Source: an optimization exercise on an open RTL-to-GDS flow (aim: small area, a short achievable clock period and few clock cycles per item). Production flows keep margins and buffers that such runs may drop.
At most, simulation tests tie the RTL to the original design; equivalence was not proved.
No functional check of the RTL was part of run 1.

==> flow/design.v (outline; a module is shown in full before it is edited, if it fits) <==
// module cordic_vec_top: 4617 lines
module cordic_vec_top (
    input  logic clk,
    input  logic rst_n,
    input  logic in_valid,
    output logic in_ready,
    input  logic signed [15:0] x_start,
    input  logic signed [15:0] y_start,
    output logic out_valid,
    input  logic out_ready,
    output logic signed [15:0] mag,
    output logic signed [31:0] theta
);
  // ...
==> flow/flow/run.sh <==
#!/bin/bash
# Own flow: the standard synthesis and layout (standard.sh), but with the
# post-synthesis / post-CTS / post-route repair_timing aiming at a larger
# setup margin (the clock period and all constraints stay the design's).
set -euo pipefail
MARGIN=$(cat flow/margin.txt)
bash standard.sh synth > synth.log 2>&1
# same make command as standard.sh, with SETUP_SLACK_MARGIN raised
CMD=$(grep '^make ' standard.sh | sed -e 's/"\${@:-finish}"//' -e "s/SETUP_SLACK_MARGIN=[^ ]*//")
eval "$CMD SETUP_SLACK_MARGIN=$MARGIN finish" > layout.log 2>&1
RES=$(ls -d orfs/results/*/cordic_vec_top/base)
: # left out here: write the final layout as DEF
==> flow/flow/margin.txt <==
6
==> flow/standard.sh <==
#!/bin/bash
# synth_recipe.tcl (not shown) runs the flow's synth.tcl, then flattens the netlist and writes it again
# the make line also repeats each setting of config.mk as NAME=value (left out here)
make -C /OpenROAD-flow-scripts/flow DESIGN_CONFIG=/design/flow/config.mk WORK_HOME=/design/flow/orfs CLKGATE_MAP_FILE= SYNTH_SCRIPT=/design/flow/synth_recipe.tcl "${@:-finish}"
==> flow/config.mk <==
export PLATFORM = sky130hd
export DESIGN_NAME = cordic_vec_top
export DESIGN_NICKNAME = cordic_vec_top
export VERILOG_FILES = /design/flow/design.v
export SDC_FILE = /design/flow/constraint.sdc
export NUM_CORES = 4
export LEC_CHECK = 0
export ABC_CLOCK_PERIOD_IN_PS = 2000
export CAP_MARGIN = 20
export CORE_MARGIN = 2
export CORE_UTILIZATION = 40
export SETUP_SLACK_MARGIN = 5
export SLEW_MARGIN = 20
==> flow/constraint.sdc <==
create_clock -name core_clock -period 9.0 [get_ports {clk}]
set_input_delay 1.8000 -clock core_clock [delete_from_list [all_inputs] [get_ports {clk}]]
set_output_delay 1.8000 -clock core_clock [all_outputs]
set_load 0.01 [all_outputs]
==> impl_metrics.sql, run 1 <==
INSERT INTO impl_metrics (metric_group, metric, value, unit) VALUES
('status', 'run_status', 'no timing/DRC/antenna violations', ''),
('worst_hold_path', 'holdCritPathClass', 'reg -> reg', ''),
('worst_setup_path', 'crit_end', 's1_y[15]', ''),
('floorplanning', 'width_of_the_die', '342', 'µm'),
('synth', 'synth_compound_area_share', '9.82', '%'),
('worst_hold_path', 'hold_path.startpoint', 's8_d[4]', ''),
('final_layout', 'fraction_of_area_in_multi_input_gates', '44.1', '%'),
('synth', 'synth.area.mux_share', '1.67', '%'),
('clock_network', 'tritoncts_clock_tree', 'built', ''),
('clock_network', 'clk_pin_slew', '60', 'ps'),
('clock_network', 'cts.hold.buffers_added', '0', ''),
('worst_setup_path', 'first_element_of_the_critical_path', 's0_cxn', ''),
('clock_network', 'cts_htree_levels', '3', ''),
('worst_setup_path', 'critical_setup_path_kind', 'reg -> reg', ''),
('place', 'gp_congestion', '0.845', ''),
('detailed_routing', 'highest_layer', 'met4', ''),
('global_routing', 'busiest_layer', 'met2', ''),
('clock_network', 'cts-resized-gates', '299', ''),
('synth', 'yosys.area_share.simple', '9.63', '%'),
('final_layout', 'register_area', '21700', 'µm²'),
('worst_setup_path', 'worst-r2r-cell-count', '12', ''),
('final_layout', 'number_of_antenna_diodes', '1', ''),
('final_layout', 'multi_in_gates', '2784', ''),
('final_layout', 'layout_commonest_cell', 'edfxtp_1', ''),
('final_layout', 'n_clock_buffer', '102', ''),
('final_layout', 'largest_register_ff_count', '31', ''),
('final_layout', 'non_clock_buffer_count_in_the_final_layout', '226', ''),
('detailed_routing', 'routed_wirelength', '91800', 'µm'),
('final_layout', 'top_regs', 'o_theta: 31 flops, s15_zu: 30 flops, s15_zv: 28 flops', ''),
('worst_setup_path', 'crit_required', '9400', 'ps'),
('final_layout', 'layout-drive-gt1-share', '13.0', '%'),
('final_layout', 'sequential_cell_count_of_the_final_layout', '735', ''),
('global_routing', 'groute.layer.met3.usage', '2.26', '%'),
('clock_network', 'cts-buffers-inserted', '85', ''),
('worst_setup_path', 'max_stage_delay', '430', 'ps'),
('synth', 'synth_ff_type', 'edfxtp_1', ''),
('clock_network', 'insertion_delay', '660', 'ps'),
('worst_setup_path', 'crit_cells', '12', '');
==> run 2: changes to the inputs <==
--- a/flow/design.v
+++ b/flow/design.v
@@ -3590,74 +3590,86 @@
     wire mc_166;
     assign mc_165 = s14_x[15] ^ 1'b1 ^ mc_112;
     assign mc_166 = (s14_x[15] & 1'b1) | (s14_x[15] & mc_112) | (1'b1 & mc_112);
     wire mc_167;
     wire mc_168;
     assign mc_167 = s14_x[16] ^ 1'b1;
     assign mc_168 = s14_x[16] & 1'b1;
     logic [31:0] zt0;
-    wire [2:0] zi0 = {~s14_d[2], ~s14_d[1], ~s14_d[0]};
+    wire [3:0] zi0 = {~s14_d[3], ~s14_d[2], ~s14_d[1], ~s14_d[0]};
     always_comb case (zi0)
-        3'd0: zt0 = 32'hb8f830b3;
-        3'd1: zt0 = 32'hdec03aed;
-        3'd2: zt0 = 32'hcceea169;
-        3'd3: zt0 = 32'hf2b6aba3;
-        3'd4: zt0 = 32'hc31a545b;
-        3'd5: zt0 = 32'he8e25e95;
-        3'd6: zt0 = 32'hd710c511;
-        3'd7: zt0 = 32'hfcd8cf4b;
+        4'd0: zt0 = 32'hb8f830b3;
+        4'd1: zt0 = 32'hdec03aed;
+        4'd2: zt0 = 32'hcceea169;
+        4'd3: zt0 = 32'hf2b6aba3;
+        4'd4: zt0 = 32'hc31a545b;
+        4'd5: zt0 = 32'he8e25e95;
+        4'd6: zt0 = 32'hd710c511;
+        4'd7: zt0 = 32'hfcd8cf4b;
+        4'd8: zt0 = 32'hbe0e4b39;
+        4'd9: zt0 = 32'he3d65573;
+        4'd10: zt0 = 32'hd204bbef;
+        4'd11: zt0 = 32'hf7ccc629;
+        4'd12: zt0 = 32'hc8306ee1;
+        4'd13: zt0 = 32'hedf8791b;
+        4'd14: zt0 = 32'hdc26df97;
+        4'd15: zt0 = 32'h1eee9d1;
     endcase
-    logic [27:0] zt1;
-    wire [2:0] zi1 = {~s14_d[5], ~s14_d[4], ~s14_d[3]};
+    logic [26:0] zt1;
+    wire [3:0] zi1 = {~s14_d[7], ~s14_d[6], ~s14_d[5], ~s14_d[4]};
     always_comb case (zi1)
-        3'd0: zt1 = 28'h0;
-        3'd1: zt1 = 28'h5161a86;
-        3'd2: zt1 = 28'h28aefc2;
-        3'd3: zt1 = 28'h7a10a48;
-        3'd4: zt1 = 28'h145d83c;
-        3'd5: zt1 = 28'h65bf2c2;
-        3'd6: zt1 = 28'h3d0c7fe;
-        3'd7: zt1 = 28'h8e6e284;
+        4'd0: zt1 = 27'h0;
+        4'd1: zt1 = 27'h28aefc2;
+        4'd2: zt1 = 27'h145d83c;
+        4'd3: zt1 = 27'h3d0c7fe;
+        4'd4: zt1 = 27'ha3e2aa;
+        4'd5: zt1 = 27'h32ed26c;
+        4'd6: zt1 = 27'h1e9bae6;
+        4'd7: zt1 = 27'h474aaa8;
+        4'd8: zt1 = 27'h51f2a6;
+        4'd9: zt1 = 27'h2dce268;
+        4'd10: zt1 = 27'h197cae2;
+        4'd11: zt1 = 27'h422baa4;
+        4'd12: zt1 = 27'hf5d550;
+        4'd13: zt1 = 27'h380c512;
+        4'd14: zt1 = 27'h23bad8c;
+        4'd15: zt1 = 27'h4c69d4e;
     endcase
-    logic [24:0] zt2;
-    wire [2:0] zi2 = {~s14_d[8], ~s14_d[7], ~s14_d[6]};
+    logic [22:0] zt2;
+    wire [3:0] zi2 = {~s14_d[11], ~s14_d[10], ~s14_d[9], ~s14_d[8]};
     always_comb case (zi2)
-        3'd0: zt2 = 25'h0;
-        3'd1: zt2 = 25'ha3e2aa;
-        3'd2: zt2 = 25'h51f2a6;
-        3'd3: zt2 = 25'hf5d550;
-        3'd4: zt2 = 25'h28fcdc;
-        3'd5: zt2 = 25'hccdf86;
-        3'd6: zt2 = 25'h7aef82;
-        3'd7: zt2 = 25'h11ed22c;
+        4'd0: zt2 = 23'h0;
+        4'd1: zt2 = 23'h28fcdc;
+        4'd2: zt2 = 23'h14f990;
+        4'd3: zt2 = 23'h3df66c;
+        4'd4: zt2 = 23'ha7cc8;
+        4'd5: zt2 = 23'h3379a4;
+        4'd6: zt2 = 23'h1f7658;
+        4'd7: zt2 = 23'h487334;
+        4'd8: zt2 = 23'h53e64;
+        4'd9: zt2 = 23'h2e3b40;
+        4'd10: zt2 = 23'h1a37f4;
+        4'd11: zt2 = 23'h4334d0;
+        4'd12: zt2 = 23'hfbb2c;
+        4'd13: zt2 = 23'h38b808;
+        4'd14: zt2 = 23'h24b4bc;
+        4'd15: zt2 = 23'h4db198;
     endcase
-    logic [21:0] zt3;
-    wire [2:0] zi3 = {~s14_d[11], ~s14_d[10], ~s14_d[9]};
+    logic [18:0] zt3;
+    wire [2:0] zi3 = {~s14_y[4], ~s14_d[13], ~s14_d[12]};
     always_comb case (zi3)
-        3'd0: zt3 = 22'h0;
-        3'd1: zt3 = 22'h14f990;
-        3'd2: zt3 = 22'ha7cc8;
-        3'd3: zt3 = 22'h1f7658;
-        3'd4: zt3 = 22'h53e64;
-        3'd5: zt3 = 22'h1a37f4;
-        3'd6: zt3 = 22'hfbb2c;
-        3'd7: zt3 = 22'h24b4bc;
-    endcase
-    logic [18:0] zt4;
-    wire [2:0] zi4 = {~s14_y[4], ~s14_d[13], ~s14_d[12]};
-    always_comb case (zi4)
-        3'd0: zt4 = 19'h0;
-        3'd1: zt4 = 19'h29f32;
-        3'd2: zt4 = 19'h14f98;
-        3'd3: zt4 = 19'h3eeca;
-        3'd4: zt4 = 19'ha7cc;
-        3'd5: zt4 = 19'h346fe;
-        3'd6: zt4 = 19'h1f764;
-        3'd7: zt4 = 19'h49696;
+        3'd0: zt3 = 19'h0;
+        3'd1: zt3 = 19'h29f32;
+        3'd2: zt3 = 19'h14f98;
+        3'd3: zt3 = 19'h3eeca;
+        3'd4: zt3 = 19'ha7cc;
+        3'd5: zt3 = 19'h346fe;
+        3'd6: zt3 = 19'h1f764;
+        3'd7: zt3 = 19'h49696;
     endcase
     wire zc_1;
     wire zc_2;
     assign zc_1 = zt0[0] ^ zt1[0];
     assign zc_2 = zt0[0] & zt1[0];
     wire zc_3;
     wire zc_4;
     assign zc_3 = zt0[1] ^ zt1[1] ^ zt2[1];
@@ -3739,232 +3751,132 @@
     assign zc_41 = zt0[20] ^ zt1[20];
     assign zc_42 = zt0[20] & zt1[20];
     wire zc_43;
     wire zc_44;
     assign zc_43 = zt0[21] ^ zt1[21];
     assign zc_44 = zt0[21] & zt1[21];
     wire zc_45;
     wire zc_46;
-    assign zc_45 = zt2[0] ^ zt3[0];
-    assign zc_46 = zt2[0] & zt3[0];
+    assign zc_45 = zt0[22] ^ zt1[22];
+    assign zc_46 = zt0[22] & zt1[22];
     wire zc_47;
     wire zc_48;
-    assign zc_47 = zt3[1] ^ zt4[1] ^ zc_3;
-    assign zc_48 = (zt3[1] & zt4[1]) | (zt3[1] & zc_3) | (zt4[1] & zc_3);
+    assign zc_47 = zt2[0] ^ zt3[0];
+    assign zc_48 = zt2[0] & zt3[0];
     wire zc_49;
     wire zc_50;
-    assign zc_49 = zt3[2] ^ zt4[2] ^ zc_5;
-    assign zc_50 = (zt3[2] & zt4[2]) | (zt3[2] & zc_5) | (zt4[2] & zc_5);
+    assign zc_49 = zt3[1] ^ zc_3 ^ zc_2;
+    assign zc_50 = (zt3[1] & zc_3) | (zt3[1] & zc_2) | (zc_3 & zc_2);
     wire zc_51;
     wire zc_52;
-    assign zc_51 = zt3[3] ^ zt4[3] ^ zc_7;
-    assign zc_52 = (zt3[3] & zt4[3]) | (zt3[3] & zc_7) | (zt4[3] & zc_7);
+    assign zc_51 = zt3[2] ^ zc_5 ^ zc_4;
+    assign zc_52 = (zt3[2] & zc_5) | (zt3[2] & zc_4) | (zc_5 & zc_4);
     wire zc_53;
     wire zc_54;
-    assign zc_53 = zt3[4] ^ zt4[4] ^ zc_9;
-    assign zc_54 = (zt3[4] & zt4[4]) | (zt3[4] & zc_9) | (zt4[4] & zc_9);
+    assign zc_53 = zt3[3] ^ zc_7 ^ zc_6;
+    assign zc_54 = (zt3[3] & zc_7) | (zt3[3] & zc_6) | (zc_7 & zc_6);
     wire zc_55;
     wire zc_56;
-    assign zc_55 = zt3[5] ^ zt4[5] ^ zc_11;
-    assign zc_56 = (zt3[5] & zt4[5]) | (zt3[5] & zc_11) | (zt4[5] & zc_11);
+    assign zc_55 = zt3[4] ^ zc_9 ^ zc_8;
+    assign zc_56 = (zt3[4] & zc_9) | (zt3[4] & zc_8) | (zc_9 & zc_8);
     wire zc_57;
     wire zc_58;
-    assign zc_57 = zt3[6] ^ zt4[6] ^ zc_13;
-    assign zc_58 = (zt3[6] & zt4[6]) | (zt3[6] & zc_13) | (zt4[6] & zc_13);
+    assign zc_57 = zt3[5] ^ zc_11 ^ zc_10;
+    assign zc_58 = (zt3[5] & zc_11) | (zt3[5] & zc_10) | (zc_11 & zc_10);
     wire zc_59;
     wire zc_60;
-    assign zc_59 = zt3[7] ^ zt4[7] ^ zc_15;
-    assign zc_60 = (zt3[7] & zt4[7]) | (zt3[7] & zc_15) | (zt4[7] & zc_15);
+    assign zc_59 = zt3[6] ^ zc_13 ^ zc_12;
+    assign zc_60 = (zt3[6] & zc_13) | (zt3[6] & zc_12) | (zc_13 & zc_12);
     wire zc_61;
     wire zc_62;
-    assign zc_61 = zt3[8] ^ zt4[8] ^ zc_17;
-    assign zc_62 = (zt3[8] & zt4[8]) | (zt3[8] & zc_17) | (zt4[8] & zc_17);
+    assign zc_61 = zt3[7] ^ zc_15 ^ zc_14;
+    assign zc_62 = (zt3[7] & zc_15) | (zt3[7] & zc_14) | (zc_15 & zc_14);
     wire zc_63;
     wire zc_64;
-    assign zc_63 = zt3[9] ^ zt4[9] ^ zc_19;
-    assign zc_64 = (zt3[9] & zt4[9]) | (zt3[9] & zc_19) | (zt4[9] & zc_19);
+    assign zc_63 = zt3[8] ^ zc_17 ^ zc_16;
+    assign zc_64 = (zt3[8] & zc_17) | (zt3[8] & zc_16) | (zc_17 & zc_16);
     wire zc_65;
     wire zc_66;
-    assign zc_65 = zt3[10] ^ zt4[10] ^ zc_21;
-    assign zc_66 = (zt3[10] & zt4[10]) | (zt3[10] & zc_21) | (zt4[10] & zc_21);
+    assign zc_65 = zt3[9] ^ zc_19 ^ zc_18;
+    assign zc_66 = (zt3[9] & zc_19) | (zt3[9] & zc_18) | (zc_19 & zc_18);
     wire zc_67;
     wire zc_68;
-    assign zc_67 = zt3[11] ^ zt4[11] ^ zc_23;
-    assign zc_68 = (zt3[11] & zt4[11]) | (zt3[11] & zc_23) | (zt4[11] & zc_23);
+    assign zc_67 = zt3[10] ^ zc_21 ^ zc_20;
+    assign zc_68 = (zt3[10] & zc_21) | (zt3[10] & zc_20) | (zc_21 & zc_20);
     wire zc_69;
     wire zc_70;
-    assign zc_69 = zt3[12] ^ zt4[12] ^ zc_25;
-    assign zc_70 = (zt3[12] & zt4[12]) | (zt3[12] & zc_25) | (zt4[12] & zc_25);
+    assign zc_69 = zt3[11] ^ zc_23 ^ zc_22;
+    assign zc_70 = (zt3[11] & zc_23) | (zt3[11] & zc_22) | (zc_23 & zc_22);
     wire zc_71;
     wire zc_72;
-    assign zc_71 = zt3[13] ^ zt4[13] ^ zc_27;
-    assign zc_72 = (zt3[13] & zt4[13]) | (zt3[13] & zc_27) | (zt4[13] & zc_27);
+    assign zc_71 = zt3[12] ^ zc_25 ^ zc_24;
+    assign zc_72 = (zt3[12] & zc_25) | (zt3[12] & zc_24) | (zc_25 & zc_24);
     wire zc_73;
     wire zc_74;
-    assign zc_73 = zt3[14] ^ zt4[14] ^ zc_29;
-    assign zc_74 = (zt3[14] & zt4[14]) | (zt3[14] & zc_29) | (zt4[14] & zc_29);
+    assign zc_73 = zt3[13] ^ zc_27 ^ zc_26;
+    assign zc_74 = (zt3[13] & zc_27) | (zt3[13] & zc_26) | (zc_27 & zc_26);
     wire zc_75;
     wire zc_76;
-    assign zc_75 = zt3[15] ^ zt4[15] ^ zc_31;
-    assign zc_76 = (zt3[15] & zt4[15]) | (zt3[15] & zc_31) | (zt4[15] & zc_31);
+    assign zc_75 = zt3[14] ^ zc_29 ^ zc_28;
+    assign zc_76 = (zt3[14] & zc_29) | (zt3[14] & zc_28) | (zc_29 & zc_28);
     wire zc_77;
     wire zc_78;
-    assign zc_77 = zt3[16] ^ zt4[16] ^ zc_33;
-    assign zc_78 = (zt3[16] & zt4[16]) | (zt3[16] & zc_33) | (zt4[16] & zc_33);
+    assign zc_77 = zt3[15] ^ zc_31 ^ zc_30;
+    assign zc_78 = (zt3[15] & zc_31) | (zt3[15] & zc_30) | (zc_31 & zc_30);
     wire zc_79;
     wire zc_80;
-    assign zc_79 = zt3[17] ^ zt4[17] ^ zc_35;
-    assign zc_80 = (zt3[17] & zt4[17]) | (zt3[17] & zc_35) | (zt4[17] & zc_35);
+    assign zc_79 = zt3[16] ^ zc_33 ^ zc_32;
+    assign zc_80 = (zt3[16] & zc_33) | (zt3[16] & zc_32) | (zc_33 & zc_32);
     wire zc_81;
     wire zc_82;
-    assign zc_81 = zt3[18] ^ zt4[18] ^ zc_37;
-    assign zc_82 = (zt3[18] & zt4[18]) | (zt3[18] & zc_37) | (zt4[18] & zc_37);
+    assign zc_81 = zt3[17] ^ zc_35 ^ zc_34;
+    assign zc_82 = (zt3[17] & zc_35) | (zt3[17] & zc_34) | (zc_35 & zc_34);
     wire zc_83;
     wire zc_84;
-    assign zc_83 = zt2[19] ^ zt3[19] ^ zc_39;
-    assign zc_84 = (zt2[19] & zt3[19]) | (zt2[19] & zc_39) | (zt3[19] & zc_39);
+    assign zc_83 = zt3[18] ^ zc_37 ^ zc_36;
+    assign zc_84 = (zt3[18] & zc_37) | (zt3[18] & zc_36) | (zc_37 & zc_36);
     wire zc_85;
     wire zc_86;
-    assign zc_85 = zt2[20] ^ zt3[20] ^ zc_41;
-    assign zc_86 = (zt2[20] & zt3[20]) | (zt2[20] & zc_41) | (zt3[20] & zc_41);
+    assign zc_85 = zt2[19] ^ zc_39 ^ zc_38;
+    assign zc_86 = (zt2[19] & zc_39) | (zt2[19] & zc_38) | (zc_39 & zc_38);
     wire zc_87;
     wire zc_88;
-    assign zc_87 = zt2[21] ^ zt3[21] ^ zc_43;
-    assign zc_88 = (zt2[21] & zt3[21]) | (zt2[21] & zc_43) | (zt3[21] & zc_43);
+    assign zc_87 = zt2[20] ^ zc_41 ^ zc_40;
+    assign zc_88 = (zt2[20] & zc_41) | (zt2[20] & zc_40) | (zc_41 & zc_40);
     wire zc_89;
     wire zc_90;
-    assign zc_89 = zt0[22] ^ zt1[22] ^ zt2[22];
-    assign zc_90 = (zt0[22] & zt1[22]) | (zt0[22] & zt2[22]) | (zt1[22] & zt2[22]);
+    assign zc_89 = zt2[21] ^ zc_43 ^ zc_42;
+    assign zc_90 = (zt2[21] & zc_43) | (zt2[21] & zc_42) | (zc_43 & zc_42);
     wire zc_91;
     wire zc_92;
-    assign zc_91 = zt0[23] ^ zt1[23];
-    assign zc_92 = zt0[23] & zt1[23];
+    assign zc_91 = zt2[22] ^ zc_45 ^ zc_44;
+    assign zc_92 = (zt2[22] & zc_45) | (zt2[22] & zc_44) | (zc_45 & zc_44);
     wire zc_93;
     wire zc_94;
-    assign zc_93 = zt0[24] ^ zt1[24];
-    assign zc_94 = zt0[24] & zt1[24];
+    assign zc_93 = zt0[23] ^ zt1[23] ^ zc_46;
+    assign zc_94 = (zt0[23] & zt1[23]) | (zt0[23] & zc_46) | (zt1[23] & zc_46);
     wire zc_95;
     wire zc_96;
-    assign zc_95 = zt4[0] ^ zc_1;
-    assign zc_96 = zt4[0] & zc_1;
+    assign zc_95 = zt0[24] ^ zt1[24];
+    assign zc_96 = zt0[24] & zt1[24];
     wire zc_97;
     wire zc_98;
-    assign zc_97 = zc_2 ^ zc_47 ^ zc_46;
-    assign zc_98 = (zc_2 & zc_47) | (zc_2 & zc_46) | (zc_47 & zc_46);
+    assign zc_97 = zt0[25] ^ zt1[25];
+    assign zc_98 = zt0[25] & zt1[25];
     wire zc_99;
     wire zc_100;
-    assign zc_99 = zc_4 ^ zc_49 ^ zc_48;
-    assign zc_100 = (zc_4 & zc_49) | (zc_4 & zc_48) | (zc_49 & zc_48);
-    wire zc_101;
-    wire zc_102;
-    assign zc_101 = zc_6 ^ zc_51 ^ zc_50;
-    assign zc_102 = (zc_6 & zc_51) | (zc_6 & zc_50) | (zc_51 & zc_50);
-    wire zc_103;
-    wire zc_104;
-    assign zc_103 = zc_8 ^ zc_53 ^ zc_52;
-    assign zc_104 = (zc_8 & zc_53) | (zc_8 & zc_52) | (zc_53 & zc_52);
-    wire zc_105;
-    wire zc_106;
-    assign zc_105 = zc_10 ^ zc_55 ^ zc_54;
-    assign zc_106 = (zc_10 & zc_55) | (zc_10 & zc_54) | (zc_55 & zc_54);
-    wire zc_107;
-    wire zc_108;
-    assign zc_107 = zc_12 ^ zc_57 ^ zc_56;
-    assign zc_108 = (zc_12 & zc_57) | (zc_12 & zc_56) | (zc_57 & zc_56);
-    wire zc_109;
-    wire zc_110;
-    assign zc_109 = zc_14 ^ zc_59 ^ zc_58;
-    assign zc_110 = (zc_14 & zc_59) | (zc_14 & zc_58) | (zc_59 & zc_58);
-    wire zc_111;
-    wire zc_112;
-    assign zc_111 = zc_16 ^ zc_61 ^ zc_60;
-    assign zc_112 = (zc_16 & zc_61) | (zc_16 & zc_60) | (zc_61 & zc_60);
-    wire zc_113;
-    wire zc_114;
-    assign zc_113 = zc_18 ^ zc_63 ^ zc_62;
-    assign zc_114 = (zc_18 & zc_63) | (zc_18 & zc_62) | (zc_63 & zc_62);
-    wire zc_115;
-    wire zc_116;
-    assign zc_115 = zc_20 ^ zc_65 ^ zc_64;
-    assign zc_116 = (zc_20 & zc_65) | (zc_20 & zc_64) | (zc_65 & zc_64);
-    wire zc_117;
-    wire zc_118;
-    assign zc_117 = zc_22 ^ zc_67 ^ zc_66;
-    assign zc_118 = (zc_22 & zc_67) | (zc_22 & zc_66) | (zc_67 & zc_66);
-    wire zc_119;
-    wire zc_120;
-    assign zc_119 = zc_24 ^ zc_69 ^ zc_68;
-    assign zc_120 = (zc_24 & zc_69) | (zc_24 & zc_68) | (zc_69 & zc_68);
-    wire zc_121;
-    wire zc_122;
-    assign zc_121 = zc_26 ^ zc_71 ^ zc_70;
-    assign zc_122 = (zc_26 & zc_71) | (zc_26 & zc_70) | (zc_71 & zc_70);
-    wire zc_123;
-    wire zc_124;
-    assign zc_123 = zc_28 ^ zc_73 ^ zc_72;
-    assign zc_124 = (zc_28 & zc_73) | (zc_28 & zc_72) | (zc_73 & zc_72);
-    wire zc_125;
-    wire zc_126;
-    assign zc_125 = zc_30 ^ zc_75 ^ zc_74;
-    assign zc_126 = (zc_30 & zc_75) | (zc_30 & zc_74) | (zc_75 & zc_74);
-    wire zc_127;
-    wire zc_128;
-    assign zc_127 = zc_32 ^ zc_77 ^ zc_76;
-    assign zc_128 = (zc_32 & zc_77) | (zc_32 & zc_76) | (zc_77 & zc_76);
-    wire zc_129;
-    wire zc_130;
-    assign zc_129 = zc_34 ^ zc_79 ^ zc_78;
-    assign zc_130 = (zc_34 & zc_79) | (zc_34 & zc_78) | (zc_79 & zc_78);
-    wire zc_131;
-    wire zc_132;
-    assign zc_131 = zc_36 ^ zc_81 ^ zc_80;
-    assign zc_132 = (zc_36 & zc_81) | (zc_36 & zc_80) | (zc_81 & zc_80);
-    wire zc_133;
-    wire zc_134;
-    assign zc_133 = zc_38 ^ zc_83 ^ zc_82;
-    assign zc_134 = (zc_38 & zc_83) | (zc_38 & zc_82) | (zc_83 & zc_82);
-    wire zc_135;
-    wire zc_136;
-    assign zc_135 = zc_40 ^ zc_85 ^ zc_84;
-    assign zc_136 = (zc_40 & zc_85) | (zc_40 & zc_84) | (zc_85 & zc_84);
-    wire zc_137;
-    wire zc_138;
-    assign zc_137 = zc_42 ^ zc_87 ^ zc_86;
-    assign zc_138 = (zc_42 & zc_87) | (zc_42 & zc_86) | (zc_87 & zc_86);
-    wire zc_139;
-    wire zc_140;
-    assign zc_139 = zc_44 ^ zc_89 ^ zc_88;
-    assign zc_140 = (zc_44 & zc_89) | (zc_44 & zc_88) | (zc_89 & zc_88);
-    wire zc_141;
-    wire zc_142;
-    assign zc_141 = zt2[23] ^ zc_91 ^ zc_90;
-    assign zc_142 = (zt2[23] & zc_91) | (zt2[23] & zc_90) | (zc_91 & zc_90);
-    wire zc_143;
-    wire zc_144;
-    assign zc_143 = zt2[24] ^ zc_93 ^ zc_92;
-    assign zc_144 = (zt2[24] & zc_93) | (zt2[24] & zc_92) | (zc_93 & zc_92);
-    wire zc_145;
-    wire zc_146;
-    assign zc_145 = zt0[25] ^ zt1[25] ^ zc_94;
-    assign zc_146 = (zt0[25] & zt1[25]) | (zt0[25] & zc_94) | (zt1[25] & zc_94);
-    wire zc_147;
-    wire zc_148;
-    assign zc_147 = zt0[26] ^ zt1[26];
-    assign zc_148 = zt0[26] & zt1[26];
-    wire zc_149;
-    wire zc_150;
-    assign zc_149 = zt0[27] ^ zt1[27];
-    assign zc_150 = zt0[27] & zt1[27];
+    assign zc_99 = zt0[26] ^ zt1[26];
+    assign zc_100 = zt0[26] & zt1[26];
     logic [30:0] mu, mv;
     logic [31:0] zu, zv;
     assign mu = {mc_167, mc_165, mc_163, mc_161, mc_159, mc_157, mc_155, mc_153, mc_151, mc_149, mc_147, mc_145, mc_143, mc_141, mc_139, mc_137, mc_135, mc_133, mc_131, mc_129, mc_127, mc_125, mc_123, mc_121, mc_119, mc_117, mc_115, mc_61, s14_x[1], s14_x[0], 1'b0};
     assign mv = {mc_166, mc_164, mc_162, mc_160, mc_158, mc_156, mc_154, mc_152, mc_150, mc_148, mc_146, mc_144, mc_142, mc_140, mc_138, mc_136, mc_134, mc_132, mc_130, mc_128, mc_126, mc_124, mc_122, mc_120, mc_118, mc_116, mc_114, mc_113, 1'b0, s14_y[4], 1'b0};
-    assign zu = {zt0[31], zt0[30], zt0[29], zt0[28], zc_149, zc_147, zc_145, zc_143, zc_141, zc_139, zc_137, zc_135, zc_133, zc_131, zc_129, zc_127, zc_125, zc_123, zc_121, zc_119, zc_117, zc_115, zc_113, zc_111, zc_109, zc_107, zc_105, zc_103, zc_101, zc_99, zc_97, zc_45};
-    assign zv = {s14_q[1], s14_q[0], 1'b0, zc_150, zc_148, zc_146, zc_144, zc_142, zc_140, zc_138, zc_136, zc_134, zc_132, zc_130, zc_128, zc_126, zc_124, zc_122, zc_120, zc_118, zc_116, zc_114, zc_112, zc_110, zc_108, zc_106, zc_104, zc_102, zc_100, zc_98, zc_96, zc_95};
+    assign zu = {zt0[31], zt0[30], zt0[29], zt0[28], zt0[27], zc_99, zc_97, zc_95, zc_93, zc_91, zc_89, zc_87, zc_85, zc_83, zc_81, zc_79, zc_77, zc_75, zc_73, zc_71, zc_69, zc_67, zc_65, zc_63, zc_61, zc_59, zc_57, zc_55, zc_53, zc_51, zc_49, zc_1};
+    assign zv = {s14_q[1], s14_q[0], 1'b0, 1'b0, zc_100, zc_98, zc_96, zc_94, zc_92, zc_90, zc_88, zc_86, zc_84, zc_82, zc_80, zc_78, zc_76, zc_74, zc_72, zc_70, zc_68, zc_66, zc_64, zc_62, zc_60, zc_58, zc_56, zc_54, zc_52, zc_50, zc_48, zc_47};
     logic s15_v;
     logic [15:0] s15_mu, s15_mv;
     logic s15_mc;
     logic [31:0] s15_zu, s15_zv;
     wire mlow_1 = mu[0] ^ mv[0];
     wire mlow_2 = mu[0] & mv[0];
     wire mlow_3 = mu[1] ^ mv[1];
     wire mlow_4 = mu[1] & mv[1];
==> run 2 against run 1 <==
Compared with the run above:
- via count grew 1.7%
- synthesized cell count grew 2.0%
- worst hold slack lost 0.96 ps
- highest routed layer unchanged
- critical path type unchanged
- routed wire length grew 0.46%
- clock skew grew 9.0 ps
- final cell count rose by 0.53%
- flip-flop and latch count increased by 1
==> impl_metrics.sql, run 2 <==
INSERT INTO impl_metrics (metric_group, metric, value, unit) VALUES
('global_routing', 'grt_pass1_wl', '147000', 'µm'),
('detailed_routing', 'route.detailed.vias_per_inst', '5.09', ''),
('detailed_routing', 'routed-via-count', '29100', ''),
('detailed_routing', 'first_iter_violations', '1499', ''),
('clock_network', 'clock_path_buffers', '3', ''),
('timing', 'setup_ws', '5820', 'ps'),
('floorplanning', 'io-pin-count', '86', ''),
('worst_setup_path', 'crit_required', '9410', 'ps'),
('timing', 'worstMarginPinSlew', '962', 'ps'),
('floorplanning', 'floorplan.initialDensity', '40.5', '%'),
('final_layout', 'layout-area-overhead-vs-synth', '15.0', '%'),
('timing', 'hold_viol', '0', ''),
('synth', 'synth_sequential_area_ratio', '47.5', '%'),
('floorplanning', 'rows', '123', ''),
('synth', 'synth-async-reset-ratio', '2.45', '%'),
('synth', 'synth_top_cell_by_area', 'edfxtp_1', ''),
('timing', 'finClkSkew', '38.2', 'ps'),
('worst_setup_path', 'cp.buffers_inverters', '1', ''),
('worst_setup_path', 'max_stage_delay', '590', 'ps'),
('floorplanning', 'fp.dieArea', '117000', 'µm²'),
('global_routing', 'grt_antenna_before_repair', '1', ''),
('timing', 'rsz0062_at_grt', 'true', ''),
('timing', 'post-route-period-util', '35.3', '%'),
('synth', 'synth_seq_cells', '736', ''),
('synth', 'yosys.cell_count.top_type', 'edfxtp_1', ''),
('timing', 'setup_total_negative_slack', '0', 'ps'),
('global_routing', 'grtUsageMet2', '26.9', '%'),
('synth', 'synth-edff-count', '686', ''),
('detailed_routing', 'routed_wirelength', '92300', 'µm'),
('timing', 'final-setup-viol-count', '0', ''),
('synth', 'synthesis.yosys.warnings', '1', ''),
('synth', 'synth_ff_type', 'edfxtp_1', ''),
('timing', 'timing.slew.headroom', '35.7', '%'),
('synth', 'synth_area_per_cell', '11.6', 'µm²'),
('floorplanning', 'die_height', '342', 'µm'),
('worst_setup_path', 'r2r_setup_slk', '5820', 'ps'),
('global_routing', 'first_global_vias', '28400', ''),
('worst_setup_path', 'critical-path-slowest-cell', 'fa_1', ''),
('place', 'gp_congestion', '0.850', ''),
('synth', 'synth.net_count', '4466', ''),
('synth', 'synth.cells.most_frequent', 'edfxtp_1, xnor2_1, ha_1, inv_1, xor2_1', ''),
('place', 'dp_hpwl', '65400', 'µm'),
('worst_setup_path', 'critical_setup_path_kind', 'reg -> reg', ''),
('timing', 'drv_slew', '0', ''),
('worst_setup_path', 'worstPathCellList', 'fa_1 > fa_1 > fa_1 > inv_1 > ha_2 > a2111oi_4 > a21oi_2 > a2111oi_2 > nor2_1', ''),
('clock_network', 'tritoncts_clock_tree', 'built', ''),
('synth', 'syn-instance-count', '3952', ''),
('place', 'portBuffers', '84', ''),
('synth', 'share_of_the_synthesized_area_in_the_top_cell_type', '45.1', '%'),
('floorplanning', 'width_of_the_die', '342', 'µm'),
('final_layout', 'nets', '4653', ''),
('global_routing', 'groute.usage.overall', '15.6', '%'),
('floorplanning', 'fp.coreArea', '113000', 'µm²'),
('worst_setup_path', 'critical_path.max_fanout', '3', ''),
('synth', 'synth_area_leaders', 'edfxtp_1, ha_1, xnor2_1, xor2_1, fa_1', ''),
('final_layout', 'layout_commonest_cell', 'edfxtp_1', ''),
('global_routing', 'use_met1', '20.2', '%'),
('clock_network', 'cts_num_sinks', '736', ''),
('clock_network', 'cts_htree_levels', '3', ''),
('detailed_routing', 'drc', '0', ''),
('detailed_routing', 'detail-route-antenna-nets', '0', ''),
('global_routing', 'groute.layer.met3.usage', '2.18', '%'),
('detailed_routing', 'per_cell_routed_wire_length', '16.2', 'µm'),
('worst_hold_path', 'holdCritPathClass', 'reg -> reg', ''),
('worst_setup_path', 'cpLargestDelayFamily', 'adder cells', ''),
('detailed_routing', 'first_pass_iters', '5', ''),
('timing', 'final.min_clock_period', '3180', 'ps'),
('place', 'place_inst', '5456', ''),
('synth', 'post_synth_instance_area', '45700', 'µm²'),
('clock_network', 'cts.root.buffer_cell', 'clkbuf_16', ''),
('timing', 'fmax', '314', 'MHz'),
('final_layout', 'layout-drive-gt1-share', '11.6', '%'),
('final_layout', 'mostFrequentLayoutCells', 'edfxtp_1, xnor2_1, ha_1', ''),
('final_layout', 'number_of_antenna_diodes', '0', ''),
('place', 'preCtsSetupSlack', '4320', 'ps'),
('clock_network', 'clk_pin_slew', '60', 'ps'),
('clock_network', 'cts-buffers-inserted', '84', ''),
('worst_setup_path', 'critPathLaunchType', 'flop', ''),
('final_layout', 'instances_no_fill', '5708', ''),
('final_layout', 'fillers', '10300', ''),
('clock_network', 'cts.hold.buffers_added', '0', ''),
('final_layout', 'top_regs', 'o_theta: 31 flops, s15_zu: 31 flops, s15_zv: 28 flops', ''),
('worst_setup_path', 'critical-path-top-cell-by-count', 'fa_1', ''),
('synth', 'ys_types', '92', ''),
('status', 'run_status', 'no timing/DRC/antenna violations', ''),
('worst_setup_path', 'crit_arrival', '3590', 'ps'),
('job', 'drv_cap', '0', ''),
('worst_setup_path', 'endpoint_kind', 'flop', ''),
('clock_network', 'insertion_delay', '680', 'ps'),
('global_routing', 'grt_max_degree', '82', ''),
('global_routing', 'busiest_layer', 'met2', ''),
('global_routing', 'overflow', '0', '');
## run 2: cell count changes in the layout (fill, tap and decap cells not counted), sizes merged, moves of 8 or more
| cell | change |
|---|---|
| a31oi | +13 |
| buf | -26 |
| clkdlybuf4s50 | +8 |
| fa | -24 |
| inv | -36 |
| nand2 | +15 |
| nand4b | -8 |
| nor2 | +42 |
| nor2b | -20 |
| o21ai | +45 |
| xnor2 | +14 |
## run 2: what timing repair did
action                     CTS  global route
pin swaps                   19            22
setup endpoints to repair  765           446
gates resized for setup    279            94
cloned                       9             2
buffers inserted            50            36
## run 2: cell type report
class | count | area, µm² | area share [%]
Multi-Input combinational cell | 2874 | 23300 | 44.3
Sequential cell | 736 | 21700 | 41.3
Clock buffer | 102 | 2210 | 4.21
Timing Repair Buffer | 198 | 1940 | 3.70
Tap cell | 1500 | 1880 | 3.57
Inverter | 245 | 931 | 1.77
Clock inverter | 53 | 616 | 1.17
## run 2: final timing paths
kind                          start  endpoint  depth (start not counted)
max                        s14_x[4]    s15_mc                          9
min                         s8_q[1]   s9_q[1]                          0
max reg2reg                s14_x[4]    s15_mc                          9
min reg2reg                 s8_q[1]   s9_q[1]                          0
max in group asynchronous     rst_n       o_v                          1
min in group asynchronous     rst_n      s0_v                          1
## run 2: cells by family after synthesis
group	share of synthesized area (%)
simple gates	9.42
other cells	0.00821
compound gates	10.8
flops	47.5
xor+xnor	12.8
fa+ha+maj	14.7
buf+inv	2.92
mux	1.86
## run 2: per-layer routing
metal  up-vias  part of all wire (%)
met5         -                     0
met4         0                   2.8
met3       152                   3.4
met2       453                    49
met1     13800                    45
li1      14600                     -
## run 2: worst reg2reg max path, delay by kind of cell (launching register included)
family,cells,cell delay [ps]
AO/OA/AOI/OAI,3,670
adder cells (fa/ha/maj),4,1720
buffers and inverters,1,40
flip-flops,1,430
AND/OR/NAND/NOR,1,60
## run 2: through the flow
stage          utilization, %  area (µm²)  hold slack [ps]
4_1_cts                  45.8       51800              409
3_3_place_gp             42.7       48200              401
6_report                 46.5       52500              402
2_1_floorplan               -       45800              400
3_5_place_dp             42.7       48200              405
5_1_grt                  46.5       52500              410
Testbench counts of run 2, summed over its fixed seeds: cycles 16,136, items 16,000.

[afterwards: timing with drivers on the ports]
The results above use ideal ports. As a check the final layouts listed here were re-extracted and re-timed, cells and wires unchanged. Step 1 assumes that a clkbuf_16 drives the clock port and a buf_2 every other input. Step 2 times the ports against the registers' clock, not the clock port: input delays grow and output delays shrink by t, the midpoint of the rising clock arrivals with the driver on. Three values: ideal ports, drivers, drivers and shift; two values: the first two.
run | shift t [ns] | setup WS [ns] | worst setup path at the end | clock arrival spread, ns
run 1 | 0.720 | 5.843 / 5.796 / 5.338 | input to register | 0.035 / 0.035
run 2 | 0.728 | 5.819 / 5.819 / 5.354 | input to register | 0.039 / 0.039
After both steps every run listed still meets setup and hold. For run 1, which loses most, drivers alone change the setup slack by -0.047 ns; drivers and shift together by -0.505 ns.
